This is an optimization exercise on Yosys and OpenROAD, whose aim is small area, a short achievable clock period and few clock cycles per item, not a production implementation.
Only simulation tests tie the RTL to the original design; equivalence was not proved.
The clock port is modelled as an ideal driver, which makes a skipped or thinned clock tree look cheaper than it is; a real chip needs a root buffer or a tree.
Power and IR drop assume default switching activity.

[flow/design.v]
`timescale 1ns / 1ps
module blk_sum (
    input wire [7:0] a,
    input wire [7:0] b,
    output wire [7:0] s
);
  wire new_n25, new_n26, new_n27, new_n28, new_n29, new_n30, new_n31,
    new_n32, new_n33, new_n34, new_n35, new_n36, new_n37, new_n38, new_n39,
    new_n40, new_n41, new_n42, new_n43, new_n44, new_n45, new_n46, new_n47,
    new_n48, new_n49, new_n50, new_n51, new_n52, new_n53, new_n54, new_n56,
    new_n57, new_n58, new_n59, new_n60, new_n61, new_n62, new_n63, new_n64,
    new_n65, new_n66, new_n68, new_n69, new_n70, new_n71, new_n72, new_n73,
    new_n74, new_n76, new_n77, new_n78, new_n79, new_n80, new_n81, new_n82,
    new_n84, new_n85, new_n86, new_n88, new_n89, new_n91, new_n92, new_n94,
    new_n95;
  assign new_n25 = ~b[0]  & ~b[1] ;
  assign new_n26 = ~b[2]  & new_n25;
  assign new_n27 = b[3]  & ~new_n26;
  assign new_n28 = ~b[2]  & ~b[3] ;
  assign new_n29 = ~b[4]  & new_n28;
  assign new_n30 = ~b[6]  & ~b[7] ;
  assign new_n31 = ~new_n29 & new_n30;
  assign new_n32 = ~b[5]  & ~new_n31;
  assign new_n33 = b[6]  & ~b[7] ;
  assign new_n34 = ~b[4]  & ~b[6] ;
  assign new_n35 = b[5]  & ~new_n34;
  assign new_n36 = ~new_n33 & new_n35;
  assign new_n37 = ~new_n32 & ~new_n36;
  assign new_n38 = b[4]  & b[7] ;
  assign new_n39 = new_n25 & new_n28;
  assign new_n40 = ~new_n38 & new_n39;
  assign new_n41 = ~new_n37 & ~new_n40;
  assign new_n42 = ~new_n27 & ~new_n41;
  assign new_n43 = ~b[5]  & new_n34;
  assign new_n44 = b[5]  & b[7] ;
  assign new_n45 = b[4]  & ~b[7] ;
  assign new_n46 = ~new_n44 & ~new_n45;
  assign new_n47 = ~new_n43 & new_n46;
  assign new_n48 = ~new_n42 & ~new_n47;
  assign new_n49 = ~b[5]  & ~b[7] ;
  assign new_n50 = ~new_n44 & ~new_n49;
  assign new_n51 = new_n29 & new_n50;
  assign new_n52 = ~new_n48 & ~new_n51;
  assign new_n53 = a[0]  & ~new_n52;
  assign new_n54 = ~a[0]  & new_n52;
  assign s[0]  = ~new_n53 & ~new_n54;
  assign new_n56 = ~b[6]  & b[7] ;
  assign new_n57 = ~new_n49 & ~new_n56;
  assign new_n58 = ~new_n43 & ~new_n57;
  assign new_n59 = new_n29 & ~new_n56;
  assign new_n60 = ~new_n36 & new_n59;
  assign new_n61 = ~new_n58 & ~new_n60;
  assign new_n62 = a[1]  & new_n61;
  assign new_n63 = ~a[1]  & ~new_n61;
  assign new_n64 = ~new_n62 & ~new_n63;
  assign new_n65 = ~new_n53 & new_n64;
  assign new_n66 = new_n53 & ~new_n64;
  assign s[1]  = new_n65 | new_n66;
  assign new_n68 = ~new_n33 & ~new_n43;
  assign new_n69 = a[2]  & new_n68;
  assign new_n70 = ~a[2]  & ~new_n68;
  assign new_n71 = ~new_n69 & ~new_n70;
  assign new_n72 = ~new_n63 & ~new_n65;
  assign new_n73 = ~new_n71 & new_n72;
  assign new_n74 = new_n71 & ~new_n72;
  assign s[2]  = new_n73 | new_n74;
  assign new_n76 = ~new_n69 & ~new_n72;
  assign new_n77 = ~new_n70 & ~new_n76;
  assign new_n78 = ~a[3]  & new_n30;
  assign new_n79 = a[3]  & ~new_n30;
  assign new_n80 = ~new_n78 & ~new_n79;
  assign new_n81 = new_n77 & new_n80;
  assign new_n82 = ~new_n77 & ~new_n80;
  assign s[3]  = ~new_n81 & ~new_n82;
  assign new_n84 = ~new_n79 & ~new_n81;
  assign new_n85 = a[4]  & ~new_n84;
  assign new_n86 = ~a[4]  & new_n84;
  assign s[4]  = ~new_n85 & ~new_n86;
  assign new_n88 = a[5]  & new_n85;
  assign new_n89 = ~a[5]  & ~new_n85;
  assign s[5]  = ~new_n88 & ~new_n89;
  assign new_n91 = a[6]  & new_n88;
  assign new_n92 = ~a[6]  & ~new_n88;
  assign s[6]  = ~new_n91 & ~new_n92;
  assign new_n94 = ~a[7]  & ~new_n91;
  assign new_n95 = a[7]  & new_n91;
  assign s[7]  = ~new_n94 & ~new_n95;
endmodule
module blk_sqrt (
    input wire [7:0] x,
    output wire [3:0] y
);
  wire new_n13, new_n14, new_n15, new_n16, new_n17, new_n18, new_n19,
    new_n20, new_n21, new_n22, new_n23, new_n24, new_n25, new_n26, new_n27,
    new_n28, new_n29, new_n30, new_n31, new_n32, new_n34, new_n35, new_n36,
    new_n37, new_n38, new_n39, new_n41, new_n42, new_n43, new_n44, new_n45;
  assign new_n13 = ~x[0]  & ~x[1] ;
  assign new_n14 = ~x[2]  & new_n13;
  assign new_n15 = ~x[3]  & ~x[7] ;
  assign new_n16 = ~x[2]  & ~x[4] ;
  assign new_n17 = ~x[3]  & new_n16;
  assign new_n18 = ~new_n15 & ~new_n17;
  assign new_n19 = new_n14 & ~new_n18;
  assign new_n20 = x[3]  & ~new_n14;
  assign new_n21 = x[6]  & ~x[7] ;
  assign new_n22 = ~x[4]  & ~x[6] ;
  assign new_n23 = ~new_n21 & ~new_n22;
  assign new_n24 = x[5]  & ~new_n23;
  assign new_n25 = ~new_n20 & new_n24;
  assign new_n26 = ~x[4]  & ~x[7] ;
  assign new_n27 = ~x[5]  & new_n23;
  assign new_n28 = ~new_n26 & ~new_n27;
  assign new_n29 = ~new_n25 & new_n28;
  assign new_n30 = ~new_n19 & new_n29;
  assign new_n31 = ~x[5]  & ~x[7] ;
  assign new_n32 = ~x[3]  & ~new_n31;
  assign y[3]  = x[6]  | x[7] ;
  assign new_n34 = ~new_n14 & ~y[3] ;
  assign new_n35 = ~new_n32 & ~new_n34;
  assign new_n36 = x[5]  & ~new_n15;
  assign new_n37 = ~x[3]  & ~new_n16;
  assign new_n38 = ~new_n36 & ~new_n37;
  assign new_n39 = ~new_n35 & new_n38;
  assign y[0]  = new_n30 | new_n39;
  assign new_n41 = ~x[5]  & new_n22;
  assign new_n42 = ~x[6]  & x[7] ;
  assign new_n43 = ~new_n31 & ~new_n42;
  assign new_n44 = ~new_n41 & ~new_n43;
  assign new_n45 = new_n17 & ~new_n28;
  assign y[1]  = ~new_n44 & ~new_n45;
  assign y[2]  = ~new_n21 & ~new_n41;
endmodule
`timescale 1ns / 1ps
module topModule(
    input clock,
    input reset,
    input start,
    input [7:0] input_a,
    input [7:0] input_b,
    output reg done,
    output [7:0] result
);
wire [7:0] s;
wire [3:0] y;
reg  [7:0] sum_reg;
blk_sum u_sum(.a(input_a), .b(input_b), .s(s));
always @(posedge clock) begin
    done <= start & ~reset;
    sum_reg <= s;
end
blk_sqrt u_sqrt(.x(sum_reg), .y(y));
assign result = {4'd0, y};
endmodule
[flow/flow/run.sh]
#!/bin/bash
# The standard layout with these changes:
#  - synthesis maps the logic with our own ABC script (flow/abc.script, area-oriented
#    mapping) instead of ORFS's, and leaves adders to ABC rather than mapping them to
#    full/half-adder cells first (MY_NO_FA). my_synth.tcl is synth_recipe.tcl with an abc
#    wrapper that swaps the script, so the rest of the synthesis (registers and their
#    names) is unchanged;
#  - the port buffers are sky130_fd_sc_hd__buf_1 instead of the slow clkdlybuf4s50_1 that
#    OpenROAD picks by default;
#  - the constant outputs share one tie cell, and the clock tree is a single buffer:
#    after CTS, flow/one_clkbuf.tcl connects all clock sinks to the root buffer and
#    removes the leaf buffers and the dummy load.
set -euo pipefail
here=$(pwd)
export MY_ABC_SCRIPT=$here/flow/abc.script
export MY_NO_FA=1
args=("SYNTH_SCRIPT=$here/flow/my_synth.tcl"
      "BUFFER_PORTS_ARGS=-buffer_cell sky130_fd_sc_hd__buf_1"
      "SKIP_REPAIR_TIE_FANOUT=1")
bash standard.sh cts "${args[@]}" > standard_cts.log 2>&1
ROOT_CLKBUF=sky130_fd_sc_hd__clkbuf_4 CTS_ODB=$here/orfs/results/sky130hd/topModule/base/4_cts.odb \
  openroad -no_init -exit $here/flow/one_clkbuf.tcl > one_clkbuf.log 2>&1
bash standard.sh finish "${args[@]}" > standard.log 2>&1
[flow/flow/abc.script]
strash
dch -f
map -a
strash
dch -f
map -a
topo
[flow/flow/my_synth.tcl]
proc synth {args} { yosys synth -nofsm -noshare {*}$args }
# Technology mapping with our own ABC script and delay target (MY_ABC_SCRIPT, MY_ABC_D)
# instead of ORFS's; everything else in ORFS's synthesis is unchanged.
proc abc {args} {
  if {[info exists ::env(MY_ABC_SCRIPT)]} {
    set i [lsearch -exact $args -script]
    if {$i >= 0} { lset args [expr {$i + 1}] $::env(MY_ABC_SCRIPT) }
  }
  if {[info exists ::env(MY_ABC_D)]} {
    set i [lsearch -exact $args -D]
    if {$i >= 0} { lset args [expr {$i + 1}] $::env(MY_ABC_D) }
  }
  yosys abc {*}$args
}
# MY_NO_FA: leave adders to ABC instead of mapping them to full/half-adder cells first
if {[info exists ::env(MY_NO_FA)] && $::env(MY_NO_FA)} { set ::env(ADDER_MAP_FILE) "" }
source $::env(SCRIPTS_DIR)/synth.tcl
# left out here: clear keep_hierarchy, flatten, clean up, hide names made inside functions, write 1_2_yosys.v
[flow/flow/one_clkbuf.tcl]
# After CTS: drive every clock sink from the root clock buffer and remove the leaf buffers
# that TritonCTS put between them (one buffer is enough for this handful of flip-flops).
# The root buffer becomes ROOT_CLKBUF.
read_db $::env(CTS_ODB)
set block [ord::get_db_block]
set root ""
foreach inst [$block getInsts] {
  if {[string match "clkbuf_0_*" [$inst getName]]} { set root $inst }
}
if {$root eq ""} { puts "no root clock buffer"; exit 1 }
set rootnet [[$root findITerm X] getNet]
set removed 0
foreach inst [$block getInsts] {
  if {[string match "clkbuf_1_*" [$inst getName]] || [string match "clkload*" [$inst getName]]} {
    set in [[$inst findITerm A] getNet]
    if {$in ne $rootnet} { puts "unexpected clock tree shape at [$inst getName]"; exit 1 }
    set xt [$inst findITerm X]
    set outnet [$xt getNet]
    if {$outnet ne "NULL"} {
      foreach it [$outnet getITerms] {
        if {[$it getInst] ne $inst} { $it disconnect; $it connect $rootnet }
      }
    }
    [$inst findITerm A] disconnect
    if {$outnet ne "NULL"} { $xt disconnect; odb::dbNet_destroy $outnet }
    odb::dbInst_destroy $inst
    incr removed
  }
}
# one buffer now drives every sink: make it strong enough for the flip-flops' clock slew
$root swapMaster [[ord::get_db] findMaster $::env(ROOT_CLKBUF)]
detailed_placement
check_placement -verbose
puts "removed $removed clock buffers; root [$root getName] drives [llength [$rootnet getITerms]] pins"
write_db $::env(CTS_ODB)
[flow/standard.sh]
#!/bin/bash
# synth_recipe.tcl (not shown) runs the flow's synth.tcl, then flattens the netlist and writes it again
# the make line also repeats each setting of config.mk as NAME=value (left out here)
make -C /OpenROAD-flow-scripts/flow DESIGN_CONFIG=/design/flow/config.mk WORK_HOME=/design/flow/orfs CLKGATE_MAP_FILE= SYNTH_SCRIPT=/design/flow/synth_recipe.tcl "${@:-finish}"
[flow/config.mk]
export PLATFORM = sky130hd
export DESIGN_NAME = topModule
export DESIGN_NICKNAME = topModule
export VERILOG_FILES = /design/flow/design.v
export SDC_FILE = /design/flow/constraint.sdc
export NUM_CORES = 4
export LEC_CHECK = 0
export ABC_AREA = 1
export CAP_MARGIN = 20
export CORE_AREA = 2 2 68 68
export CTS_BUF_LIST = sky130_fd_sc_hd__clkbuf_2
export DIE_AREA = 0 0 70 70
export SLEW_MARGIN = 20
[flow/constraint.sdc]
create_clock -name core_clock -period 10.0 [get_ports {clock}]
set_input_delay 2.0000 -clock core_clock [delete_from_list [all_inputs] [get_ports {clock}]]
set_output_delay 2.0000 -clock core_clock [all_outputs]
set_load 0.01 [all_outputs]
==> results of run 1 <==
logic make-up (layout without fill, tap and decap cells):
family	Yosys count	after routing	synth area share
AOI/OAI and AO/OA	23	23	0.235
xor gates and xnor gates	8	8	0.115
DFF	9	9	0.296
buffers and inverters	15	35	0.117
other	1	1	0.00617
and+or+nand+nor	34	34	0.230
worst max-delay path, delay by kind of cell:
kind | cells | cell delay (ps)
compound gates | 4 | 790
xor+xnor | 1 | 110
buf+inv | 2 | 240
simple gates | 7 | 870
cell type report:
cell class / instances / area (µm²)
Tap cell: 52 / 65.1
Multi-Input combinational cell: 66 / 357
Inverter: 11 / 41.3
Fill cell: 518 / 3530
Sequential cell: 9 / 180
Clock buffer: 1 / 7.51
Timing Repair Buffer: 23 / 86.3
worst paths after layout:
kind,startpoint,endpoint,slack [ps],cells after the start
worst max-delay path,input_b[7],sum_reg[7]$_DFF_P_,6070,14
worst min-delay path,reset,done$_DFF_P_,2000,2
Yosys cell counts, drive strengths merged:
| cell | count |
|---|---|
| o31ai | 1 |
| nor2 | 10 |
| nand2 | 16 |
| nand3 | 3 |
| xor2 | 4 |
| conb | 1 |
| o22ai | 1 |
| and3 | 1 |
| dfxtp | 9 |
| a22oi | 2 |
| a211oi | 1 |
| o21ai | 9 |
| a21oi | 4 |
| o221ai | 1 |
| o211a | 1 |
| buf | 4 |
| a31oi | 1 |
| clkinv | 11 |
| o211ai | 1 |
| nor3 | 4 |
| xnor2 | 4 |
| a21o | 1 |
metrics by stage:
stage               utilization  cell area [µm²]  std cells
floorplan                     -              608         90
global placement          0.171              729        161
detailed placement        0.171              729        161
CTS                       0.176              749        165
global route              0.173              737        162
finish                    0.173              737        162
layer usage:
metal | routed length (µm) | vias to the layer above | GRT usage
li1 | - | 341 | -
met1 | 574 | 279 | 0.0613
met2 | 658 | 17 | 0.101
met3 | 72 | 2 | 0.00577
met4 | 27 | 0 | 0.0256
met5 | 0 | - | 0
placed cells by master (no fill, tap or decap):
master    netlist  layout
a22oi_1         2       2
xnor2_1         4       4
buf_1           0      23
a21o_2          1       1
nand2_1        16      16
a21oi_1         4       4
dfxtp_1         9       9
and3_2          1       1
a31oi_1         1       1
conb_1          1       1
o31ai_1         1       1
o22ai_1         1       1
nor3_1          4       4
xor2_1          4       4
o211ai_1        1       1
o211a_1         1       1
nor2_1         10      10
o221ai_1        1       1
a211oi_1        1       1
nand3_1         3       3
clkbuf_4        0       1
clkinv_1       11      11
o21ai_0         9       9
power groups by stage:
stage                     Clock, mW  Combinational, mW  Sequential, mW
after floorplan                   0             0.0244          0.0455
after global placement            0             0.0327          0.0463
after detailed placement          0             0.0330          0.0464
after CTS                    0.0223             0.0331          0.0456
after global routing         0.0142             0.0373          0.0463
final                        0.0124             0.0329          0.0456
==> run_results.csv, run 1 <==
group,metric,value,unit
outcome,status,"finished clean",
detailed_routing,routed_via_density,3.94,
place,port_buffers,23,
detailed_routing,drt_iter0_markers,38,
detailed_routing,via_count,639,
grt,first_global_vias,553,
floorplanning,die_h,70,µm
detailed_routing,routedWlPerCell,8.23,µm
detailed_routing,wirelength,1.33,mm
clocking,clk_transition_reported_paths,80,ps
worst_setup_path,path_cells,"buf_1, nor2_1, clkinv_1, o21ai_0, o221ai_1, a22oi_1, nor2_1, o21ai_0, nand2_1, nand3_1, nand2_1, and3_2, nand2_1, xnor2_1",
place,dp_hpwl,1.21,mm
worst_setup_path,slowest_stage,"o21ai_0",
floorplanning,start_util,0.143,
logic_synthesis,seq_area_frac_synth,0.296,
logic_synthesis,syn_area,608,µm²
finish,nNetsFinal,131,
floorplanning,rows,24,
place,dpl_worst_slack,5910,ps
pwr,power.total,90.9,µW
logic_synthesis,yosys.area.top_type,"dfxtp_1",
worst_setup_path,crit_type,"input pin to register",
worst_setup_path,critPathCaptureType,"register",
timing,min_period_over_period,0.393,
worst_setup_path,max_stage_delay,280,ps
grt,grt_pass1_wl,2.06,mm
floorplanning,die_area,0.00490,mm²
pwr,p_comb_frac,0.362,
logic_synthesis,syn_inst,90,
grt,antenna_found_initial,0,
pwr,internal_power,59.7,µW
floorplanning,io_pins,28,
grt,grt_max_degree,10,
detailed_routing,drt-pass1-iter-count,4,
detailed_routing,drc,0,
detailed_routing,ant_nets,0,
timing,drv_slew,0,
worst_setup_path,worstPathArrival,4010,ps
timing,hold_slack,2000,ps
pwr,power.leakage,0.280,nW
timing,fin_ws,6070,ps
run,cap_violations,0,
logic_synthesis,synthDominantCellAreaShare,0.296,
timing,rsz0062_at_grt,"no",
finish,syn_to_final_growth,21.2,%
logic_synthesis,ys_warn_count,1,
floorplanning,die_w,70,µm
timing,fmax,255,MHz
timing,setup_violations,0,
place,gp_congestion,0.792,
logic_synthesis,postSynthRegisterBits,9,
clocking,postCtsHoldBufs,0,
worst_setup_path,critPathLaunchType,"input pin",
timing,final.min_clock_period,3930,ps
timing,hold_viol,0,
finish,antenna_cells,0,
pwr,p_switching,31.2,µW
logic_synthesis,synthTopCellsByArea,"dfxtp_1 30%, nand2_1 9.9%, o21ai_0 7.4%",
grt,overflow,0,
worst_setup_path,cpMostUsedCell,"nand2_1",
finish,drive_above_1_share,0.0273,
clocking,cts_setup_buffers,0,
logic_synthesis,ys_types,22,
clocking,cts.sinks,9,
worst_setup_path,critPathMaxFanout,6,
logic_synthesis,synth_nets,109,
pwr,pwr_density_cell,123,mW/mm²
worst_setup_path,required,10080,ps
min_path,hp-class,"input pin to register",
pwr,power_switching_share,0.343,
pwr,clockPowerShare,0.137,
clocking,cts_resized,0,
floorplanning,coreArea,0.00426,mm²
finish,largest_register_ff_count,8,
pwr,seqPwrFrac,0.501,
logic_synthesis,syn_avg_cell_area,6.76,µm²
timing,fin_tns_setup,0,ps
grt,grt_usage,0.0542,
pwr,ir_drop,0.0327,mV
Testbench counts, summed over its fixed seeds: cycles 12,000, items 12,000.
==> run 2: changes to the inputs <==
==> flow/flow/run.sh (replaced) <==
#!/bin/bash
# The standard layout with these changes:
#  - synthesis maps the logic with our own ABC script (flow/abc.script, area-oriented
#    mapping) instead of ORFS's, and leaves adders to ABC rather than mapping them to
#    full/half-adder cells first (MY_NO_FA). my_synth.tcl is synth_recipe.tcl with an abc
#    wrapper that swaps the script, so the rest of the synthesis (registers and their
#    names) is unchanged;
#  - the port buffers are sky130_fd_sc_hd__buf_1 instead of the slow clkdlybuf4s50_1 that
#    OpenROAD picks by default;
#  - the constant outputs share one tie cell, and CTS inserts no dummy load.
set -euo pipefail
here=$(pwd)
export MY_ABC_SCRIPT=$here/flow/abc.script
export MY_NO_FA=1
bash standard.sh finish \
  "SYNTH_SCRIPT=$here/flow/my_synth.tcl" \
  "BUFFER_PORTS_ARGS=-buffer_cell sky130_fd_sc_hd__buf_1" \
  "SKIP_REPAIR_TIE_FANOUT=1" \
  "CTS_ARGS=-sink_clustering_enable -repair_clock_nets -buf_list sky130_fd_sc_hd__clkbuf_2 -dont_use_dummy_load" > standard.log 2>&1
==> flow/flow/abc.script (replaced) <==
strash
dch -f
map -a
strash
dch -f
map -D 1200
topo
removed: flow/flow/one_clkbuf.tcl
==> run_results.csv, run 2 <==
group,metric,value,unit
outcome,status,"finished clean",
clocking,cts.sinks,9,
clocking,cts_setup_buffers,0,
logic_synthesis,synth_xor_area_frac,0.0685,
logic_synthesis,ys_warn_count,1,
floorplanning,die_area,0.00490,mm²
detailed_routing,drc,0,
logic_synthesis,ys_top_cells_by_count,"19 x nand2_1, 14 x clkinv_1, 12 x nor2_1",
pwr,ir_drop,0.0303,mV
detailed_routing,drt-pass1-iter-count,2,
logic_synthesis,ys_types,23,
place,dp_hpwl,1.16,mm
floorplanning,coreArea,0.00426,mm²
logic_synthesis,postSynthRegisterBits,9,
grt,grt_pass1_wl,2.13,mm
finish,drive_above_1_share,0.0331,
logic_synthesis,synthDominantCellAreaShare,0.282,
logic_synthesis,synthSimpleGateAreaFrac,0.268,
grt,first_global_vias,615,
finish,nNetsFinal,142,
floorplanning,rows,24,
min_path,hp-class,"input pin to register",
clocking,cts_tree,"done",
timing,hold_viol,0,
clocking,cts_buffers,3,
run,cap_violations,0,
finish,syn_to_final_growth,21.3,%
floorplanning,start_util,0.150,
timing,fmax,277,MHz
grt,antenna_found_initial,0,
min_path,min_to,"done$_DFF_P_",
detailed_routing,routed_via_density,3.90,
finish,stdcell_area,776,µm²
detailed_routing,routedWlPerCell,7.14,µm
worst_setup_path,cpMostUsedCell,"nand2_1",
clocking,clk_transition_reported_paths,70,ps
detailed_routing,ant_nets,0,
pwr,power.leakage,0.299,nW
logic_synthesis,yosys.area.top_type,"dfxtp_1",
logic_synthesis,seq_area_frac_synth,0.282,
clocking,postCtsHoldBufs,0,
floorplanning,io_pins,28,
finish,largest_register_ff_count,8,
logic_synthesis,synthMuxAreaShare,0,
logic_synthesis,synthTopCellsByArea,"dfxtp_1 28%, nand2_1 11%, clkinv_1 8.2%",
worst_setup_path,path_cells,"buf_1, clkinv_1, nand2_1, nand2_1, o221ai_1, a22oi_1, nor2_1, o21ai_0, nand2_1, nand3_1, a21oi_1, nand4_1, nand2_1",
pwr,pwr_density_cell,122,mW/mm²
min_path,min_delay_path_depth,2,
timing,fin_tns_setup,0,ps
floorplanning,die_h,70,µm
worst_setup_path,crit_type,"input pin to register",
timing,min_period_over_period,0.361,
worst_setup_path,critPathCaptureType,"register",
clocking,ctsHtreeMaxLevel,1,
finish,layoutNonFillerInstCount,173,
timing,rsz0062_at_grt,"no",
place,dpl_cell_area,761,µm²
logic_synthesis,syn_inst,99,
worst_setup_path,slowest_stage,"a21oi_1",
detailed_routing,drt_iter0_markers,33,
worst_setup_path,worst-path-buf-inv,2,
finish,final_cell_mix,"23 x buf_1, 19 x nand2_1, 14 x clkinv_1, 12 x nor2_1",
pwr,power.total,94.6,µW
clocking,cts_resized,0,
timing,final.min_clock_period,3610,ps
floorplanning,die_w,70,µm
logic_synthesis,synth_enable_flop_cells,0,
place,dp.cells,170,
worst_setup_path,max_stage_delay,270,ps
logic_synthesis,synth_compound_area_frac,0.247,
logic_synthesis,syn_area,639,µm²
logic_synthesis,synth.most_common_cell,"nand2_1",
finish,final_common_cell,"buf_1",
worst_setup_path,critPathLaunchType,"input pin",
finish,nFillCells,507,
finish,antenna_cells,0,
logic_synthesis,synth_top_family_by_area,"simple AND/OR/NAND/NOR gates",
grt,grt_usage,0.0519,
logic_synthesis,synth_fa_ha_area_frac,0,
detailed_routing,wirelength,1.24,mm
timing,setup_violations,0,
logic_synthesis,syn_avg_cell_area,6.46,µm²
min_path,worstHoldStart,"reset",
detailed_routing,via_count,675,
worst_setup_path,worstPathArrival,3770,ps
place,port_buffers,23,
grt,overflow,0,
clocking,cts-root-buf,"clkbuf_2",
logic_synthesis,synth_nets,118,
clocking,clockBufferDepth,2,
logic_synthesis,ys.flop_type,"dfxtp_1",
place,gp_congestion,0.759,
grt,grt_max_degree,7,
logic_synthesis,ys_async_sr_fraction,0,
worst_setup_path,critPathMaxFanout,5,
worst_setup_path,crit_family,"simple AND/OR/NAND/NOR gates",
timing,drv_slew,0,
worst_setup_path,required,10170,ps
==> run 2: changes by cell type after synthesis, sizes merged, moves of 2 or more <==
| cell | before | now |
|---|---|---|
| clkinv | 11 | 14 |
| xnor2 | 4 | 2 |
| nor2 | 10 | 12 |
| nand2 | 16 | 19 |
| nand4 | 0 | 2 |
==> run 2: power breakdown <==
group	internal, mW	leakage (nW)	switching (mW)
Combinational	0.0127	0.211	0.0191
Clock	0.00818	0.0125	0.00967
Sequential	0.0413	0.0758	0.00366
Total	0.0622	0.299	0.0324
==> run 2: cell type report <==
cell class	count	area (µm²)	area share
multi-input cells	72	377	0.485
flip-flops and latches	9	180	0.232
repair buffers	23	86.3	0.111
well taps	52	65.1	0.0839
inverters	14	52.6	0.0677
clock buffers	3	15.0	0.0194
==> run 2: stage by stage <==
step	utilization	hold slack, ps	setup slack (ps)
2_1_floorplan	-	2070	6520
3_3_place_gp	0.178	2150	6180
3_5_place_dp	0.178	2160	6140
4_1_cts	0.182	1910	6380
5_1_grt	0.182	1920	6020
6_report	0.182	1920	6390
==> run 2: per-layer routing <==
metal  vias up  GRT usage  share of wire
met5         -          0              0
met4         0     0.0449          0.017
met3         2     0.0101          0.052
met2        10     0.0931           0.51
met1       283     0.0500           0.42
li1        380          -              -
==> run 2: cell families after synthesis <==
kind of cell / Yosys count
flops: 9
other cells: 1
simple gates: 41
buf+inv: 18
xor+xnor: 5
compound gates: 25
==> run 2: worst max path at each step <==
stage | to | start | slack (ps) | depth (start not counted)
6_report | sum_reg[7]$_DFF_P_ | input_b[7] | 6390 | 13
5_1_grt | sum_reg[7]$_DFF_P_ | input_b[7] | 6020 | 13
4_1_cts | sum_reg[7]$_DFF_P_ | input_b[7] | 6380 | 13
3_5_place_dp | sum_reg[7]$_DFF_P_ | input_b[7] | 6140 | 13
3_3_place_gp | sum_reg[7]$_DFF_P_ | input_b[7] | 6180 | 13
2_1_floorplan | sum_reg[5]$_DFF_P_ | input_b[7] | 6520 | 12
==> run 3: changes to the inputs <==
==> flow/flow/abc.script (replaced) <==
strash
dch -f
map -a
strash
dch -f
map -D 1650
topo
==> run_results.csv, run 3 <==
group,metric,value,unit
outcome,status,"finished clean",
worst_setup_path,critPathLaunchType,"input pin",
timing,setup_violations,0,
grt,grt_use_met2,0.102,
finish,stdcell_area,746,µm²
logic_synthesis,synth_enable_flop_cells,0,
floorplanning,rows,24,
worst_setup_path,worst-path-buf-inv,2,
place,dp.cells,161,
timing,hold_slack,1930,ps
logic_synthesis,synth_nets,109,
pwr,p_switching,33.1,µW
grt,grt_use_met1,0.0604,
clocking,cts_setup_buffers,0,
pwr,power_switching_share,0.344,
timing,final.min_clock_period,3720,ps
pwr,ir_drop,0.0247,mV
worst_setup_path,required,10110,ps
finish,final_common_cell,"buf_1",
clocking,cts.sinks,9,
logic_synthesis,synthTopCellsByArea,"dfxtp_1 30%, nand2_1 9.9%, o21ai_0 7.4%",
worst_setup_path,worstPathArrival,3840,ps
logic_synthesis,ys_types,21,
worst_setup_path,max_stage_delay,260,ps
timing,fin_tns_setup,0,ps
worst_setup_path,critPathMaxFanout,5,
timing,min_period_over_period,0.372,
grt,met3_usage,0.00289,
worst_setup_path,slowest_stage,"o21ai_0",
floorplanning,die_area,0.00490,mm²
place,dp_hpwl,1.13,mm
place,port_buffers,23,
logic_synthesis,synthDominantCellAreaShare,0.296,
clocking,cts_resized,0,
finish,antenna_cells,0,
worst_setup_path,path_cells,"buf_1, clkinv_1, nand2_1, o21ai_0, o211ai_1, a22oi_1, nor2_1, o21ai_0, nand2_1, nand3_1, nand2_1, and3_2, xor2_1",
worst_setup_path,cpMostUsedCell,"nand2_1",
finish,nNetsFinal,133,
grt,first_global_vias,607,
floorplanning,io_pins,28,
run,cap_violations,0,
finish,layoutNonFillerInstCount,164,
pwr,pwr_density_cell,129,mW/mm²
timing,fmax,269,MHz
pwr,internal_power,63.0,µW
worst_setup_path,crit_family,"compound AO/OA/AOI/OAI gates",
grt,grt_max_degree,7,
logic_synthesis,postSynthRegisterBits,9,
finish,largest_register_ff_count,8,
detailed_routing,wirelength,1.25,mm
clocking,cts_buffers,3,
detailed_routing,routedWlPerCell,7.60,µm
timing,fin_ws,6280,ps
floorplanning,die_w,70,µm
grt,grt_pass1_wl,2.25,mm
logic_synthesis,synth.most_common_cell,"nand2_1",
grt,busiest_layer,"met2",
detailed_routing,via_count,612,
timing,rsz0062_at_grt,"no",
logic_synthesis,ys.flop_type,"dfxtp_1",
logic_synthesis,ys_async_sr_fraction,0,
place,dpl_worst_slack,6020,ps
clocking,cts-root-buf,"clkbuf_2",
detailed_routing,routed_via_density,3.73,
finish,multi_input_comb_area,354,µm²
clocking,cts_tree,"done",
min_path,hp-class,"input pin to register",
grt,overflow,0,
pwr,clockPowerShare,0.189,
floorplanning,coreArea,0.00426,mm²
finish,seq_area,180,µm²
logic_synthesis,syn_area,609,µm²
floorplanning,die_h,70,µm
worst_setup_path,critPathCaptureType,"register",
detailed_routing,ant_nets,0,
grt,antenna_found_initial,0,
detailed_routing,drc,0,
timing,hold_viol,0,
detailed_routing,drt-pass1-iter-count,2,
logic_synthesis,syn_avg_cell_area,6.77,µm²
clocking,ctsHtreeMaxLevel,1,
timing,drv_slew,0,
finish,final_cell_mix,"23 x buf_1, 16 x nand2_1, 12 x clkinv_1",
logic_synthesis,yosys.area.top_type,"dfxtp_1",
logic_synthesis,ys_top_cells_by_count,"16 x nand2_1, 12 x clkinv_1, 9 x dfxtp_1, 9 x nor2_1, 9 x o21ai_0",
pwr,p_comb_frac,0.337,
worst_setup_path,crit_type,"input pin to register",
clocking,clockBufferDepth,2,
clocking,postCtsHoldBufs,0,
floorplanning,start_util,0.143,
logic_synthesis,seq_area_frac_synth,0.296,
place,dpl_cell_area,731,µm²
finish,syn_to_final_growth,22.4,%
finish,drive_above_1_share,0.0446,
place,gp_congestion,0.693,
pwr,seqPwrFrac,0.474,
logic_synthesis,ys_warn_count,1,
grt,grt_usage,0.0545,
logic_synthesis,syn_inst,90,
finish,nFillCells,512,
pwr,power.leakage,0.287,nW
clocking,clk_transition_reported_paths,70,ps
detailed_routing,drt_iter0_markers,33,
run 3: cell types whose count changed after synthesis, moves of 2 or more:
cell and delta:
nand2_1 -3, nor2_1 -3, clkinv_1 -2, nand4_1 -2, xor2_1 +2
run 3: worst paths after layout:
| path | start | to | slack, ps | cells after the start |
|---|---|---|---|---|
| setup / recovery | input_b[7] | sum_reg[6]$_DFF_P_ | 6280 | 13 |
| hold / removal | reset | done$_DFF_P_ | 1930 | 2 |
run 3: layer usage:
metal	routed length, µm	up-vias	part of all wire
li1	-	341	-
met4	0	0	0
met3	44	0	0.035
met5	0	-	0
met1	545	260	0.44
met2	656	11	0.53
run 3: cell families after synthesis:
logic type	count (synthesis)	share of synthesized area
AOI/OAI and AO/OA	24	0.244
xor gates and xnor gates	8	0.115
buffers and inverters	16	0.123
DFF	9	0.296
other	1	0.00615
and+or+nand+nor	32	0.216
run 3: layout make-up:
cell class / instances / area share
multi-input cells: 65 / 0.475
flip-flops and latches: 9 / 0.242
repair buffers: 23 / 0.116
well taps: 52 / 0.0872
inverters: 12 / 0.0604
clock buffers: 3 / 0.0201
run 3: through the flow:
stage                     power, mW  utilization
after floorplan              0.0700            -
final                        0.0961        0.175
after global placement       0.0788        0.171
after CTS                    0.0979        0.175
after detailed placement     0.0792        0.171
after global routing          0.106        0.175
run 3: power groups by stage:
| stage | registers (mW) | clock network (mW) | logic, mW |
|---|---|---|---|
| after floorplan | 0.0455 | 0 | 0.0244 |
| after global placement | 0.0463 | 0 | 0.0325 |
| after detailed placement | 0.0464 | 0 | 0.0328 |
| after CTS | 0.0455 | 0.0195 | 0.0328 |
| after global routing | 0.0465 | 0.0219 | 0.0376 |
| final | 0.0455 | 0.0182 | 0.0324 |
==> run 4: changes to the inputs <==
==> flow/flow/abc.script (replaced) <==
strash
dch -f
map -a
strash
dch -f
map -D 1400
topo
==> run_results.csv, run 4 <==
group,metric,value,unit
worst_setup_path,max_stage_delay,280,ps
finish,final_util,0.176,
logic_synthesis,ys_warn_count,1,
grt,grt_usage,0.0555,
timing,fmax,262,MHz
place,port_buffers,23,
logic_synthesis,synth_enable_flop_cells,0,
worst_setup_path,critPathLaunchType,"input pin",
logic_synthesis,postSynthRegisterBits,9,
timing,rsz0062_at_grt,"no",
floorplanning,die_h,70,µm
finish,drive_above_1_share,0.0526,
place,dpl_cell_area,736,µm²
detailed_routing,wirelength,1.31,mm
clocking,cts-root-buf,"clkbuf_2",
logic_synthesis,syn_area,614,µm²
worst_setup_path,slowest_stage,"a21boi_0",
logic_synthesis,synthTopCellsByArea,"dfxtp_1 29%, nand2_1 9.2%, nor2_1 8.6%",
finish,final_common_cell,"buf_1",
clocking,cts_tree,"done",
timing,setup_violations,0,
logic_synthesis,yosys.area.top_type,"dfxtp_1",
detailed_routing,drt_iter0_markers,13,
finish,antenna_cells,0,
run,cap_violations,0,
worst_setup_path,critPathCaptureType,"register",
timing,drv_slew,0,
clocking,cts_buffers,3,
finish,largest_register_ff_count,8,
clocking,cts.sinks,9,
timing,fin_tns_setup,0,ps
timing,final.min_clock_period,3810,ps
floorplanning,start_util,0.144,
logic_synthesis,ys_types,23,
worst_setup_path,required,10160,ps
worst_setup_path,path_cells,"buf_1, clkinv_1, nand2_1, nand2_1, o221ai_1, a22oi_1, nor2_1, o21ai_0, nand2_1, nand3_1, a21boi_0, and3_2, xor2_1",
pwr,pwr_density_cell,125,mW/mm²
grt,first_global_vias,582,
finish,stdcell_area,751,µm²
place,gp_congestion,0.715,
detailed_routing,via_count,628,
grt,overflow,0,
worst_setup_path,critPathMaxFanout,5,
worst_setup_path,crit_type,"input pin to register",
logic_synthesis,syn_avg_cell_area,6.68,µm²
timing,hold_viol,0,
logic_synthesis,ys.flop_type,"dfxtp_1",
min_path,hp-class,"input pin to register",
logic_synthesis,synth_nets,111,
pwr,power.leakage,0.295,nW
logic_synthesis,synthDominantCellAreaShare,0.293,
finish,nNetsFinal,135,
timing,hold_slack,1920,ps
detailed_routing,routedWlPerCell,7.90,µm
clocking,cts_setup_buffers,0,
grt,antenna_found_initial,0,
min_path,min_delay_path_depth,2,
detailed_routing,drc,0,
clocking,clk_transition_reported_paths,70,ps
pwr,ir_drop,0.0250,mV
floorplanning,die_w,70,µm
finish,final_cell_mix,"23 x buf_1, 15 x nand2_1, 14 x nor2_1, 11 x clkinv_1",
place,dp_hpwl,1.17,mm
floorplanning,rows,24,
place,dp.cells,163,
clocking,postCtsHoldBufs,0,
floorplanning,io_pins,28,
logic_synthesis,syn_inst,92,
logic_synthesis,seq_area_frac_synth,0.293,
detailed_routing,ant_nets,0,
clocking,cts_resized,0,
grt,grt_max_degree,7,
worst_setup_path,cpMostUsedCell,"nand2_1",
logic_synthesis,synth.most_common_cell,"nand2_1",
logic_synthesis,ys_top_cells_by_count,"15 x nand2_1, 14 x nor2_1, 11 x clkinv_1",
outcome,status,"finished clean",
clocking,clockBufferDepth,2,
worst_setup_path,worstPathArrival,3970,ps
floorplanning,die_area,0.00490,mm²
timing,min_period_over_period,0.381,
floorplanning,coreArea,0.00426,mm²
finish,layoutNonFillerInstCount,166,
detailed_routing,drt-pass1-iter-count,2,
logic_synthesis,ys_async_sr_fraction,0,
grt,grt_pass1_wl,2.15,mm
finish,syn_to_final_growth,22.2,%
clocking,ctsHtreeMaxLevel,1,
detailed_routing,routed_via_density,3.78,
==> run 4: cell types whose count changed after synthesis, sizes merged <==
cell | before | now
xor2 | 5 | 4
nand2 | 16 | 15
clkinv | 12 | 11
xnor2 | 3 | 2
o211ai | 3 | 2
a21oi | 4 | 3
a21boi | 0 | 1
o221ai | 0 | 1
and3 | 1 | 2
nor2 | 9 | 14
==> run 4: final timing paths <==
kind	start	to	slack (ps)
setup / recovery	input_b[7]	sum_reg[7]$_DFF_P_	6190
hold / removal	reset	done$_DFF_P_	1920
==> run 4: cell families after synthesis <==
group,after synthesis,share of synthesized area
AOI/OAI and AO/OA,24,0.248
xor gates and xnor gates,6,0.0855
buffers and inverters,15,0.116
DFF,9,0.293
other,1,0.00610
and+or+nand+nor,37,0.250
==> run 4: metal layers <==
| layer | share of wire | vias up | track usage |
|---|---|---|---|
| li1 | - | 352 | - |
| met1 | 0.43 | 262 | 0.0597 |
| met2 | 0.50 | 12 | 0.0889 |
| met3 | 0.043 | 2 | 0.0130 |
| met4 | 0.026 | 0 | 0.0513 |
| met5 | 0 | - | 0 |
==> run 4: worst max-delay path: cells and delay by family <==
family                    cells  cell delay [ps]
AOI/OAI and AO/OA             4              700
xor gates and xnor gates      1              130
buffers and inverters         2              320
and+or+nand+nor               6              830
==> run 4: where the power goes <==
part	total, mW	switching (mW)	internal [mW]	leakage [nW]
combinational	0.0310	0.0183	0.0127	0.207
clock	0.0181	0.00992	0.00818	0.0125
sequential	0.0450	0.00365	0.0413	0.0758
total	0.0941	0.0319	0.0622	0.295
==> run 4: layout make-up <==
cell class | count | area [µm²]
inverters | 11 | 41.3
multi-input cells | 68 | 363
fillers | 504 | 3510
repair buffers | 23 | 86.3
flip-flops and latches | 9 | 180
clock buffers | 3 | 15.0
well taps | 52 | 65.1
==> run 4: per-stage QoR <==
| step | total power, mW | setup WS [ps] |
|---|---|---|
| detailed placement | 0.0772 | 5930 |
| floorplan | 0.0686 | 6340 |
| CTS | 0.0959 | 6180 |
| global placement | 0.0766 | 5980 |
| finish | 0.0941 | 6190 |
| global route | 0.102 | 5830 |
==> run 5: changes to the inputs <==
==> flow/flow/abc.script (replaced) <==
strash
dch -f
map -a
strash
dch -f
map -D 1800
topo
==> run_results.csv, run 5 <==
group,metric,value,unit
logic_synthesis,ys.flop_type,"dfxtp_1",
floorplanning,die_area,0.00490,mm²
finish,layoutNonFillerInstCount,163,
place,gp_congestion,0.770,
logic_synthesis,synth.most_common_cell,"nand2_1",
timing,fin_tns_setup,0,ps
pwr,internal_power,63.3,µW
pwr,power.leakage,0.286,nW
detailed_routing,wirelength,1.35,mm
worst_setup_path,worst-path-buf-inv,2,
detailed_routing,drc,0,
finish,final_common_cell,"buf_1",
finish,nNetsFinal,132,
timing,drv_slew,0,
clocking,cts_tree,"done",
floorplanning,io_pins,28,
detailed_routing,drt-pass1-iter-count,4,
clocking,cts.sinks,9,
clocking,ctsHtreeMaxLevel,1,
finish,final_cell_mix,"23 x buf_1, 16 x nand2_1, 11 x clkinv_1, 10 x nor2_1, 9 x dfxtp_1",
logic_synthesis,synthTopCellsByArea,"dfxtp_1 30%, nand2_1 9.9%, clkinv_1 6.8%",
finish,seq_area,180,µm²
logic_synthesis,ys_async_sr_fraction,0,
floorplanning,rows,24,
logic_synthesis,postSynthRegisterBits,9,
timing,setup_violations,0,
worst_setup_path,critPathMaxFanout,6,
clocking,clk_transition_reported_paths,80,ps
logic_synthesis,ys_warn_count,1,
pwr,pwr_density_cell,130,mW/mm²
detailed_routing,drt_iter0_markers,33,
place,dp.cells,160,
grt,grt_usage,0.0548,
finish,multi_input_comb_area,358,µm²
logic_synthesis,synth_nets,108,
logic_synthesis,ys_top_cells_by_count,"16 x nand2_1, 11 x clkinv_1, 10 x nor2_1",
pwr,seqPwrFrac,0.468,
pwr,clockPowerShare,0.190,
clocking,clockBufferDepth,2,
logic_synthesis,synth_enable_flop_cells,0,
pwr,ir_drop,0.0363,mV
detailed_routing,ant_nets,0,
clocking,cts_resized,0,
worst_setup_path,critPathCaptureType,"register",
floorplanning,coreArea,0.00426,mm²
floorplanning,start_util,0.143,
logic_synthesis,seq_area_frac_synth,0.296,
place,dp_hpwl,1.19,mm
worst_setup_path,cp-endpoint,"sum_reg[6]$_DFF_P_",
worst_setup_path,crit_type,"input pin to register",
pwr,p_switching,33.7,µW
place,port_buffers,23,
floorplanning,die_w,70,µm
finish,nFillCells,495,
timing,fmax,262,MHz
pwr,power_switching_share,0.348,
timing,rsz0062_at_grt,"no",
run,cap_violations,0,
logic_synthesis,syn_avg_cell_area,6.85,µm²
grt,grt_pass1_wl,2.14,mm
timing,hold_viol,0,
finish,antenna_cells,0,
timing,min_period_over_period,0.382,
min_path,hp-class,"input pin to register",
worst_setup_path,path_cells,"buf_1, nor2_1, clkinv_1, o21ai_0, o211ai_1, a22oi_1, nor2_1, o21ai_0, nand2_1, nand3_1, nand2_1, and3_2, xor2_1",
grt,first_global_vias,547,
detailed_routing,routedWlPerCell,8.26,µm
grt,grt_max_degree,7,
worst_setup_path,cp.depth,13,
worst_setup_path,required,10110,ps
timing,final.min_clock_period,3820,ps
logic_synthesis,syn_area,609,µm²
grt,overflow,0,
worst_setup_path,worstPathArrival,3930,ps
grt,antenna_found_initial,0,
finish,largest_register_ff_count,8,
worst_setup_path,slowest_stage,"o21ai_0",
detailed_routing,via_count,620,
worst_setup_path,critPathLaunchType,"input pin",
clocking,cts_setup_buffers,0,
floorplanning,die_h,70,µm
detailed_routing,routed_via_density,3.80,
logic_synthesis,ys_types,23,
outcome,status,"finished clean",
worst_setup_path,crit_start,"input_b[7]",
logic_synthesis,yosys.area.top_type,"dfxtp_1",
worst_setup_path,crit_family,"simple AND/OR/NAND/NOR gates",
finish,drive_above_1_share,0.0450,
clocking,cts_buffers,3,
finish,syn_to_final_growth,22.4,%
worst_setup_path,max_stage_delay,260,ps
pwr,p_comb_frac,0.341,
clocking,postCtsHoldBufs,0,
logic_synthesis,synthDominantCellAreaShare,0.296,
logic_synthesis,syn_inst,89,
clocking,cts-root-buf,"clkbuf_2",
run 5: area by class of cell:
class	instances	area share
multi-input cells	65	0.480
flip-flops and latches	9	0.242
repair buffers	23	0.116
well taps	52	0.0872
inverters	11	0.0554
clock buffers	3	0.0201
run 5: power by group through the flow:
stage               logic [mW]  registers [mW]  clock network, mW
floorplan               0.0246          0.0455                  0
global placement        0.0330          0.0463                  0
detailed placement      0.0334          0.0462                  0
CTS                     0.0334          0.0454             0.0200
global route            0.0379          0.0461             0.0228
finish                  0.0331          0.0454             0.0185
run 5: stage by stage:
stage,hold slack [ps],power [mW],util,setup slack (ps),instance area [µm²]
finish,1910,0.0970,0.175,6180,746
global route,1870,0.107,0.175,5860,746
CTS,1890,0.0988,0.175,6170,746
detailed placement,2160,0.0796,0.171,5920,731
global placement,2170,0.0793,0.171,6020,731
floorplan,2070,0.0701,-,6320,609
run 5: how the worst min path moves through the flow:
stage           from           end  slack (ps)  depth (start not counted)
4_1_cts        reset  done$_DFF_P_        1890                          2
2_1_floorplan  reset  done$_DFF_P_        2070                          1
3_5_place_dp   reset  done$_DFF_P_        2160                          2
6_report       reset  done$_DFF_P_        1910                          2
5_1_grt        reset  done$_DFF_P_        1870                          2
3_3_place_gp   reset  done$_DFF_P_        2170                          2
run 5: metal layers:
| metal | global-route usage | part of all wire | routed length, µm |
|---|---|---|---|
| met2 | 0.0836 | 0.44 | 588 |
| met3 | 0.0115 | 0.053 | 72 |
| met5 | 0 | 0 | 0 |
| met1 | 0.0681 | 0.49 | 656 |
| met4 | 0.0385 | 0.022 | 30 |
run 5: logic make-up after synthesis:
kind of cell | after synthesis | share of synthesized area
simple gates | 33 | 0.222
flops | 9 | 0.296
other cells | 1 | 0.00615
buf+inv | 15 | 0.117
compound gates | 23 | 0.244
xor+xnor | 8 | 0.115
==> run 6: changes to the inputs <==
==> flow/flow/abc.script (replaced) <==
strash
dch -f
map -a
strash
dch -f
map -a
topo
==> run_results.csv, run 6 <==
group,metric,value,unit
outcome,status,"finished clean",
grt,grt_max_degree,7,
worst_setup_path,cp.depth,14,
logic_synthesis,ys_warn_count,1,
logic_synthesis,seq_area_frac_synth,0.296,
worst_setup_path,crit_family,"simple AND/OR/NAND/NOR gates",
clocking,cts_setup_buffers,0,
worst_setup_path,worst-path-buf-inv,2,
logic_synthesis,synth.most_common_cell,"nand2_1",
detailed_routing,via_count,642,
pwr,power.total,96.7,µW
logic_synthesis,ys_top_cells_by_count,"16 x nand2_1, 11 x clkinv_1, 10 x nor2_1",
grt,grt_pass1_wl,2.10,mm
detailed_routing,wirelength,1.35,mm
logic_synthesis,yosys.area.top_type,"dfxtp_1",
finish,drive_above_1_share,0.0446,
floorplanning,die_area,0.00490,mm²
logic_synthesis,syn_area,608,µm²
clocking,ctsHtreeMaxLevel,1,
finish,syn_to_final_growth,22.4,%
worst_setup_path,slowest_stage,"o21ai_0",
logic_synthesis,postSynthRegisterBits,9,
worst_setup_path,critPathMaxFanout,6,
finish,nNetsFinal,133,
timing,min_period_over_period,0.386,
min_path,hp-class,"input pin to register",
run,cap_violations,0,
pwr,pwr_density_cell,130,mW/mm²
finish,stdcell_area,744,µm²
timing,drv_slew,0,
grt,overflow,0,
worst_setup_path,worstPathArrival,4010,ps
worst_setup_path,path_cells,"buf_1, nor2_1, clkinv_1, o21ai_0, o221ai_1, a22oi_1, nor2_1, o21ai_0, nand2_1, nand3_1, nand2_1, and3_2, nand2_1, xnor2_1",
timing,setup_violations,0,
finish,largest_register_ff_count,8,
detailed_routing,drt_iter0_markers,27,
finish,final_cell_mix,"23 x buf_1, 16 x nand2_1, 11 x clkinv_1, 10 x nor2_1",
worst_setup_path,crit_start,"input_b[7]",
worst_setup_path,cp-endpoint,"sum_reg[7]$_DFF_P_",
place,gp_congestion,0.792,
worst_setup_path,critPathLaunchType,"input pin",
place,dp.cells,161,
timing,rsz0062_at_grt,"no",
logic_synthesis,syn_inst,90,
clocking,cts_resized,0,
finish,final_common_cell,"buf_1",
clocking,postCtsHoldBufs,0,
grt,first_global_vias,577,
floorplanning,io_pins,28,
detailed_routing,routed_via_density,3.91,
detailed_routing,ant_nets,0,
floorplanning,start_util,0.143,
timing,fin_tns_setup,0,ps
floorplanning,die_w,70,µm
clocking,clockBufferDepth,2,
logic_synthesis,ys.flop_type,"dfxtp_1",
clocking,cts_tree,"done",
detailed_routing,drt-pass1-iter-count,4,
logic_synthesis,synth_enable_flop_cells,0,
worst_setup_path,crit_type,"input pin to register",
finish,antenna_cells,0,
logic_synthesis,ys_types,22,
clocking,cts.sinks,9,
worst_setup_path,required,10150,ps
floorplanning,coreArea,0.00426,mm²
logic_synthesis,synth_nets,109,
place,dp_hpwl,1.21,mm
floorplanning,die_h,70,µm
worst_setup_path,cpMostUsedCell,"nand2_1",
floorplanning,rows,24,
worst_setup_path,critPathCaptureType,"register",
clocking,cts_buffers,3,
logic_synthesis,syn_avg_cell_area,6.76,µm²
pwr,power.leakage,0.288,nW
clocking,cts-root-buf,"clkbuf_2",
finish,layoutNonFillerInstCount,164,
detailed_routing,routedWlPerCell,8.22,µm
clocking,clk_transition_reported_paths,80,ps
timing,final.min_clock_period,3860,ps
detailed_routing,drc,0,
timing,hold_viol,0,
timing,fmax,259,MHz
logic_synthesis,synthDominantCellAreaShare,0.296,
place,port_buffers,23,
place,dpl_cell_area,729,µm²
grt,grt_usage,0.0533,
grt,antenna_found_initial,0,
pwr,ir_drop,0.0275,mV
logic_synthesis,ys_async_sr_fraction,0,
worst_setup_path,max_stage_delay,270,ps
logic_synthesis,synthTopCellsByArea,"dfxtp_1 30%, nand2_1 9.9%, o21ai_0 7.4%",
-- run 6: area by class of cell --
type	count	area, µm²
Timing Repair Buffer	23	86.3
Inverter	11	41.3
Multi-Input combinational cell	66	357
Tap cell	52	65.1
Sequential cell	9	180
Clock buffer	3	15.0
Fill cell	517	3520
-- run 6: how the worst min path moves through the flow --
stage                               to  depth (start not counted)  slack, ps  startpoint
after floorplan           done$_DFF_P_                          1       2070       reset
after global placement    done$_DFF_P_                          2       2170       reset
after detailed placement  done$_DFF_P_                          2       2170       reset
after CTS                 done$_DFF_P_                          2       1920       reset
after global routing      done$_DFF_P_                          2       1910       reset
final                     done$_DFF_P_                          2       1920       reset
-- run 6: report_power, final --
group	switching, mW	internal [mW]
combinational	0.0195	0.0133
sequential	0.00400	0.0416
clock	0.0101	0.00819
total	0.0336	0.0631
-- run 6: metrics by stage --
stage | worst slack [ps] | util | hold slack, ps
2_1_floorplan | 6290 | - | 2070
3_3_place_gp | 5930 | 0.171 | 2170
3_5_place_dp | 5910 | 0.171 | 2170
4_1_cts | 6150 | 0.175 | 1920
5_1_grt | 5970 | 0.175 | 1910
6_report | 6140 | 0.175 | 1920
-- run 6: routing by layer --
metal,wire [µm],vias up,GRT usage
met5,0,-,0
met4,27,0,0.0449
met3,71,2,0.0101
met2,664,17,0.0921
met1,585,278,0.0552
li1,-,345,-
-- run 6: kinds of logic after synthesis --
logic type | count (synthesis) | share of synthesized area
xor+xnor | 8 | 0.115
flops | 9 | 0.296
buf+inv | 15 | 0.117
other cells | 1 | 0.00617
simple gates | 34 | 0.230
compound gates | 23 | 0.235
==> run 7: changes to the inputs <==
--- a/flow/flow/run.sh
+++ b/flow/flow/run.sh
@@ -17,3 +17,4 @@
   "BUFFER_PORTS_ARGS=-buffer_cell sky130_fd_sc_hd__buf_1" \
   "SKIP_REPAIR_TIE_FANOUT=1" \
+  "SETUP_SLACK_MARGIN=6.35" \
   "CTS_ARGS=-sink_clustering_enable -repair_clock_nets -buf_list sky130_fd_sc_hd__clkbuf_2 -dont_use_dummy_load" > standard.log 2>&1
==> flow/flow/abc.script (replaced) <==
strash
dch -f
map -a
strash
dch -f
map -D 1500
topo
==> run_results.csv, run 7 <==
group,metric,value,unit
place,gp_congestion,0.774,
logic_synthesis,ys_types,21,
min_path,hp-class,"input pin to register",
logic_synthesis,postSynthRegisterBits,9,
detailed_routing,drt-pass1-iter-count,4,
finish,drive_above_1_share,0.175,
floorplanning,start_util,0.143,
logic_synthesis,synth_nets,110,
floorplanning,die_area,0.00490,mm²
logic_synthesis,synth_enable_flop_cells,0,
detailed_routing,drt_iter0_markers,21,
worst_setup_path,critPathLaunchType,"register",
finish,final_common_cell,"buf_1",
clocking,clk_transition_reported_paths,70,ps
detailed_routing,wirelength,1.26,mm
finish,layoutNonFillerInstCount,166,
worst_setup_path,required,8000,ps
place,dp.cells,162,
timing,final.min_clock_period,3460,ps
detailed_routing,routedWlPerCell,7.58,µm
timing,fin_tns_setup,0,ps
finish,stdcell_area,797,µm²
timing,rsz0062_at_grt,"no",
clocking,cts.sinks,9,
clocking,cts-root-buf,"clkbuf_2",
worst_setup_path,slowest_stage,"dfxtp_1",
logic_synthesis,ys_async_sr_fraction,0,
logic_synthesis,seq_area_frac_synth,0.295,
logic_synthesis,syn_area,611,µm²
outcome,status,"finished clean",
detailed_routing,via_count,617,
clocking,postCtsHoldBufs,0,
logic_synthesis,ys_top_cells_by_count,"15 x nand2_1, 12 x clkinv_1, 11 x nor2_1",
logic_synthesis,ys_warn_count,1,
worst_setup_path,crit_start,"sum_reg[7]$_DFF_P_",
timing,drv_slew,0,
place,port_buffers,23,
floorplanning,io_pins,28,
worst_setup_path,max_stage_delay,380,ps
timing,min_period_over_period,0.346,
grt,overflow,0,
floorplanning,die_h,70,µm
floorplanning,rows,24,
timing,hold_viol,0,
logic_synthesis,synth_xor_area_frac,0.115,
grt,grt_usage,0.0539,
logic_synthesis,synth_compound_area_frac,0.232,
run,cap_violations,0,
logic_synthesis,synthSimpleGateAreaFrac,0.230,
clocking,cts_buffers,3,
logic_synthesis,yosys.area.top_type,"dfxtp_1",
worst_setup_path,crit_type,"register to output port",
worst_setup_path,path_cells,"clkinv_1, nor2_1, a21oi_1, o211a_1, o31ai_1, buf_1",
finish,syn_to_final_growth,30.5,%
worst_setup_path,cp-endpoint,"result[0]",
timing,fmax,289,MHz
finish,final_cell_mix,"22 x buf_1, 14 x nand2_1, 10 x clkinv_1, 9 x dfxtp_1",
floorplanning,coreArea,0.00426,mm²
clocking,ctsHtreeMaxLevel,1,
timing,setup_violations,0,
pwr,ir_drop,0.0210,mV
detailed_routing,routed_via_density,3.72,
grt,grt_max_degree,7,
finish,final_util,0.187,
place,dpl_cell_area,732,µm²
logic_synthesis,syn_inst,91,
place,dp_hpwl,1.09,mm
logic_synthesis,synth.most_common_cell,"nand2_1",
logic_synthesis,synthTopCellsByArea,"dfxtp_1 30%, nand2_1 9.2%, o21ai_0 7.4%",
logic_synthesis,syn_avg_cell_area,6.71,µm²
finish,largest_register_ff_count,8,
finish,nNetsFinal,135,
logic_synthesis,synth_fa_ha_area_frac,0,
logic_synthesis,synthMuxAreaShare,0,
worst_setup_path,critPathCaptureType,"output port",
logic_synthesis,synthDominantCellAreaShare,0.295,
logic_synthesis,ys.flop_type,"dfxtp_1",
worst_setup_path,worstPathArrival,1460,ps
finish,antenna_cells,0,
worst_setup_path,critPathMaxFanout,5,
detailed_routing,drc,0,
detailed_routing,ant_nets,0,
floorplanning,die_w,70,µm
clocking,clockBufferDepth,2,
pwr,pwr_density_cell,124,mW/mm²
grt,grt_pass1_wl,2.24,mm
grt,antenna_found_initial,0,
logic_synthesis,synth_top_family_by_area,"compound AO/OA/AOI/OAI gates",
clocking,cts_tree,"done",
pwr,power.leakage,0.306,nW
grt,first_global_vias,588,
[run 7: routing by layer]
| metal | GRT usage | up-vias | routed length (µm) |
|---|---|---|---|
| li1 | - | 344 | - |
| met1 | 0.0604 | 261 | 530 |
| met2 | 0.0984 | 12 | 674 |
| met3 | 0.00433 | 0 | 54 |
| met4 | 0.0321 | 0 | 0 |
| met5 | 0 | - | 0 |
[run 7: how the worst min path moves through the flow]
| stage | start | end | slack, ps | depth (start not counted) |
|---|---|---|---|---|
| 6_report | reset | done$_DFF_P_ | 1920 | 2 |
| 5_1_grt | reset | done$_DFF_P_ | 1910 | 2 |
| 4_1_cts | reset | done$_DFF_P_ | 1920 | 2 |
| 3_5_place_dp | reset | done$_DFF_P_ | 2160 | 2 |
| 3_3_place_gp | reset | done$_DFF_P_ | 2150 | 2 |
| 2_1_floorplan | reset | done$_DFF_P_ | 2070 | 1 |
[run 7: cells by family after synthesis]
kind of cell,Yosys count
AO/OA/AOI/OAI,23
XOR/XNOR,8
other,1
AND/OR/NAND/NOR,34
buffers and inverters,16
flip-flops,9
[run 7: through the flow]
step | total power [mW] | setup slack [ps] | hold slack (ps)
global route | 0.109 | 6340 | 1910
global placement | 0.0787 | 6080 | 2150
floorplan | 0.0701 | 6390 | 2070
detailed placement | 0.0793 | 6070 | 2160
finish | 0.0989 | 6540 | 1920
CTS | 0.0975 | 6400 | 1920
[run 7: worst max-delay path, delay by kind of cell, from the launching register on]
| kind | cells | cell delay (ps) |
|---|---|---|
| AO/OA/AOI/OAI | 3 | 380 |
| buffers and inverters | 2 | 330 |
| AND/OR/NAND/NOR | 1 | 140 |
| flip-flops | 1 | 380 |
[run 7: timing repair]
item                                    in CTS  in global routing
buffers inserted                             0                  1
endpoints found under the hold margin        0                  0
endpoints found under the setup margin       2                  3
gates resized for setup                      1                 15
pin swaps                                    0                  2
[run 7: report_power, final]
group / leakage [nW] / internal (mW) / switching [mW]
registers: 0.0758 / 0.0416 / 0.00392
clock network: 0.0125 / 0.00818 / 0.0101
logic: 0.218 / 0.0144 / 0.0207
total: 0.306 / 0.0642 / 0.0347
[run 7: layout make-up]
cell class | count | area (µm²)
fill | 500 | 3470
multi-input combinational | 66 | 397
sequential | 9 | 180
timing repair buffer | 24 | 95.1
tap | 52 | 65.1
inverter | 12 | 45.0
clock buffer | 3 | 15.0
==> run 8: changes to the inputs <==
--- a/flow/flow/run.sh
+++ b/flow/flow/run.sh
@@ -17,4 +17,4 @@
   "BUFFER_PORTS_ARGS=-buffer_cell sky130_fd_sc_hd__buf_1" \
   "SKIP_REPAIR_TIE_FANOUT=1" \
-  "SETUP_SLACK_MARGIN=6.35" \
+  "SETUP_SLACK_MARGIN=6.45" \
   "CTS_ARGS=-sink_clustering_enable -repair_clock_nets -buf_list sky130_fd_sc_hd__clkbuf_2 -dont_use_dummy_load" > standard.log 2>&1
==> run_results.csv, run 8 <==
group,metric,value,unit
grt,first_global_vias,555,
floorplanning,rows,24,
floorplanning,coreArea,0.00426,mm²
timing,min_period_over_period,0.343,
logic_synthesis,seq_area_frac_synth,0.295,
detailed_routing,via_count,646,
logic_synthesis,synthTopCellsByArea,"dfxtp_1 30%, nand2_1 9.2%, o21ai_0 7.4%",
grt,overflow,0,
detailed_routing,ant_nets,0,
detailed_routing,routed_via_density,3.85,
place,dpl_worst_slack,6110,ps
clocking,clk_transition_reported_paths,60,ps
place,dp_hpwl,1.10,mm
pwr,ir_drop,0.0227,mV
floorplanning,io_pins,28,
logic_synthesis,postSynthRegisterBits,9,
finish,largest_register_ff_count,8,
detailed_routing,drt-pass1-iter-count,3,
worst_setup_path,max_stage_delay,340,ps
logic_synthesis,ys_top_cells_by_count,"15 x nand2_1, 12 x clkinv_1, 11 x nor2_1",
detailed_routing,drt_iter0_markers,1,
clocking,ctsHtreeMaxLevel,1,
finish,final_common_cell,"buf_1",
grt,grt_pass1_wl,2.07,mm
logic_synthesis,synth.most_common_cell,"nand2_1",
logic_synthesis,synth_nets,110,
clocking,cts.sinks,9,
timing,fin_ws,6570,ps
logic_synthesis,synth_enable_flop_cells,0,
clocking,cts-root-buf,"clkbuf_2",
detailed_routing,drc,0,
finish,drive_above_1_share,0.207,
finish,nNetsFinal,137,
clocking,cts_buffers,3,
pwr,pwr_density_cell,124,mW/mm²
worst_setup_path,critPathCaptureType,"output port",
logic_synthesis,synthDominantCellAreaShare,0.295,
run,cap_violations,0,
worst_setup_path,worstPathArrival,1430,ps
clocking,clockBufferDepth,2,
pwr,power.leakage,0.323,nW
min_path,worstHoldStart,"reset",
logic_synthesis,ys_warn_count,1,
worst_setup_path,slowest_stage,"dfxtp_1",
timing,hold_viol,0,
place,port_buffers,23,
timing,drv_slew,0,
floorplanning,start_util,0.143,
place,gp_congestion,0.795,
timing,final.min_clock_period,3430,ps
finish,antenna_cells,0,
clocking,postCtsHoldBufs,0,
outcome,status,"finished clean",
min_path,hp-class,"input pin to register",
detailed_routing,routedWlPerCell,7.74,µm
grt,grt_max_degree,7,
logic_synthesis,syn_inst,91,
floorplanning,die_h,70,µm
logic_synthesis,ys_types,21,
worst_setup_path,worst-path-buf-inv,2,
grt,antenna_found_initial,0,
logic_synthesis,syn_area,611,µm²
worst_setup_path,required,8000,ps
worst_setup_path,path_cells,"inv_2, nor2_1, a21oi_1, o22ai_1, o31ai_1, clkbuf_2",
worst_setup_path,critPathLaunchType,"register",
clocking,cts_tree,"done",
finish,syn_to_final_growth,32.8,%
logic_synthesis,yosys.area.top_type,"dfxtp_1",
worst_setup_path,crit_family,"compound AO/OA/AOI/OAI gates",
logic_synthesis,ys_async_sr_fraction,0,
pwr,power.total,101,µW
place,dp.cells,162,
floorplanning,die_w,70,µm
logic_synthesis,syn_avg_cell_area,6.71,µm²
worst_setup_path,crit_type,"register to output port",
logic_synthesis,ys.flop_type,"dfxtp_1",
grt,grt_usage,0.0506,
timing,setup_violations,0,
worst_setup_path,critPathMaxFanout,5,
finish,layoutNonFillerInstCount,168,
floorplanning,die_area,0.00490,mm²
timing,rsz0062_at_grt,"yes",
worst_setup_path,crit_start,"sum_reg[7]$_DFF_P_",
timing,fmax,291,MHz
timing,fin_tns_setup,0,ps
detailed_routing,wirelength,1.30,mm
finish,final_cell_mix,"20 x buf_1, 13 x nand2_1, 9 x clkinv_1, 9 x dfxtp_1, 8 x nor2_1",
-- run 8: power breakdown --
| group | switching [mW] | leakage (nW) | internal, mW |
|---|---|---|---|
| Sequential | 0.00385 | 0.0758 | 0.0416 |
| Combinational | 0.0210 | 0.235 | 0.0158 |
| Clock | 0.0104 | 0.0125 | 0.00815 |
-- run 8: logic make-up after synthesis --
kind of cell,share of synthesized area
compound gates,0.232
xor+xnor,0.115
buf+inv,0.123
flops,0.295
other cells,0.00614
simple gates,0.230
-- run 8: final timing paths --
check	end	cells past startpoint	slack [ps]
worst max-delay path	result[0]	6	6570
worst min-delay path	done$_DFF_P_	2	1920
-- run 8: cell type report --
cell class | count | area [µm²]
clock buffer | 3 | 15.0
inverter | 12 | 45.0
tap | 52 | 65.1
sequential | 9 | 180
multi-input combinational | 66 | 393
fill | 502 | 3450
timing repair buffer | 26 | 113
-- run 8: timing repair --
item | 4_1_cts | 5_1_grt
pin swaps | 1 | 6
gates resized for setup | 4 | 15
setup endpoints to repair | 2 | 4
buffers inserted | 1 | 2
-- run 8: metrics by stage --
stage	util	instance area [µm²]	hold slack, ps
CTS	0.180	768	1920
global route	0.190	811	1950
detailed placement	0.172	732	2150
floorplan	-	611	2070
finish	0.190	811	1920
global placement	0.172	732	2150
-- run 8: per-layer routing --
| layer | wire (µm) | global-route usage | vias up | share of wire |
|---|---|---|---|---|
| li1 | - | - | 350 | - |
| met1 | 529 | 0.0526 | 285 | 0.41 |
| met2 | 713 | 0.0984 | 9 | 0.55 |
| met3 | 40 | 0.00577 | 2 | 0.031 |
| met4 | 17 | 0.0256 | 0 | 0.013 |
| met5 | 0 | 0 | - | 0 |

[afterwards: timing with drivers on the ports]
In the flow no input, the clock included, has a driving cell. The finished layouts below were timed again as built, in two steps.
Step 1, drivers: a clkbuf_16 drives clock and a buf_2 each remaining input, both assumed.
Step 2, shift: input delay + t, output delay - t, t = (earliest + latest rising clock arrival at the registers) / 2. This alone moves slack from input paths to output paths.
Three values: ideal ports, drivers, drivers and shift; two values: the first two.
| run | shift t [ns] | setup WS [ns] | worst register clock-pin slew, ns | worst data-port slew with drivers (ns) | cell pins on the clock port's net |
|---|---|---|---|---|---|
| run 1 | 0.166 | 6.071 / 6.071 / 5.905 | 0.08 / 0.08 | 0.04 | 1 |
| run 2 | 0.235 | 6.394 / 6.390 / 6.155 | 0.07 / 0.07 | 0.03 | 1 |
| run 3 | 0.237 | 6.277 / 6.273 / 6.036 | 0.08 / 0.08 | 0.03 | 1 |
| run 4 | 0.241 | 6.189 / 6.189 / 5.948 | 0.07 / 0.07 | 0.03 | 1 |
| run 5 | 0.242 | 6.178 / 6.179 / 5.937 | 0.08 / 0.08 | 0.04 | 1 |
| run 6 | 0.239 | 6.140 / 6.140 / 5.901 | 0.08 / 0.08 | 0.03 | 1 |
| run 7 | 0.239 | 6.538 / 6.522 / 6.333 | 0.07 / 0.07 | 0.03 | 1 |
| run 8 | 0.245 | 6.566 / 6.551 / 6.337 | 0.08 / 0.08 | 0.03 | 1 |
After both steps setup and hold are still met in every run listed.
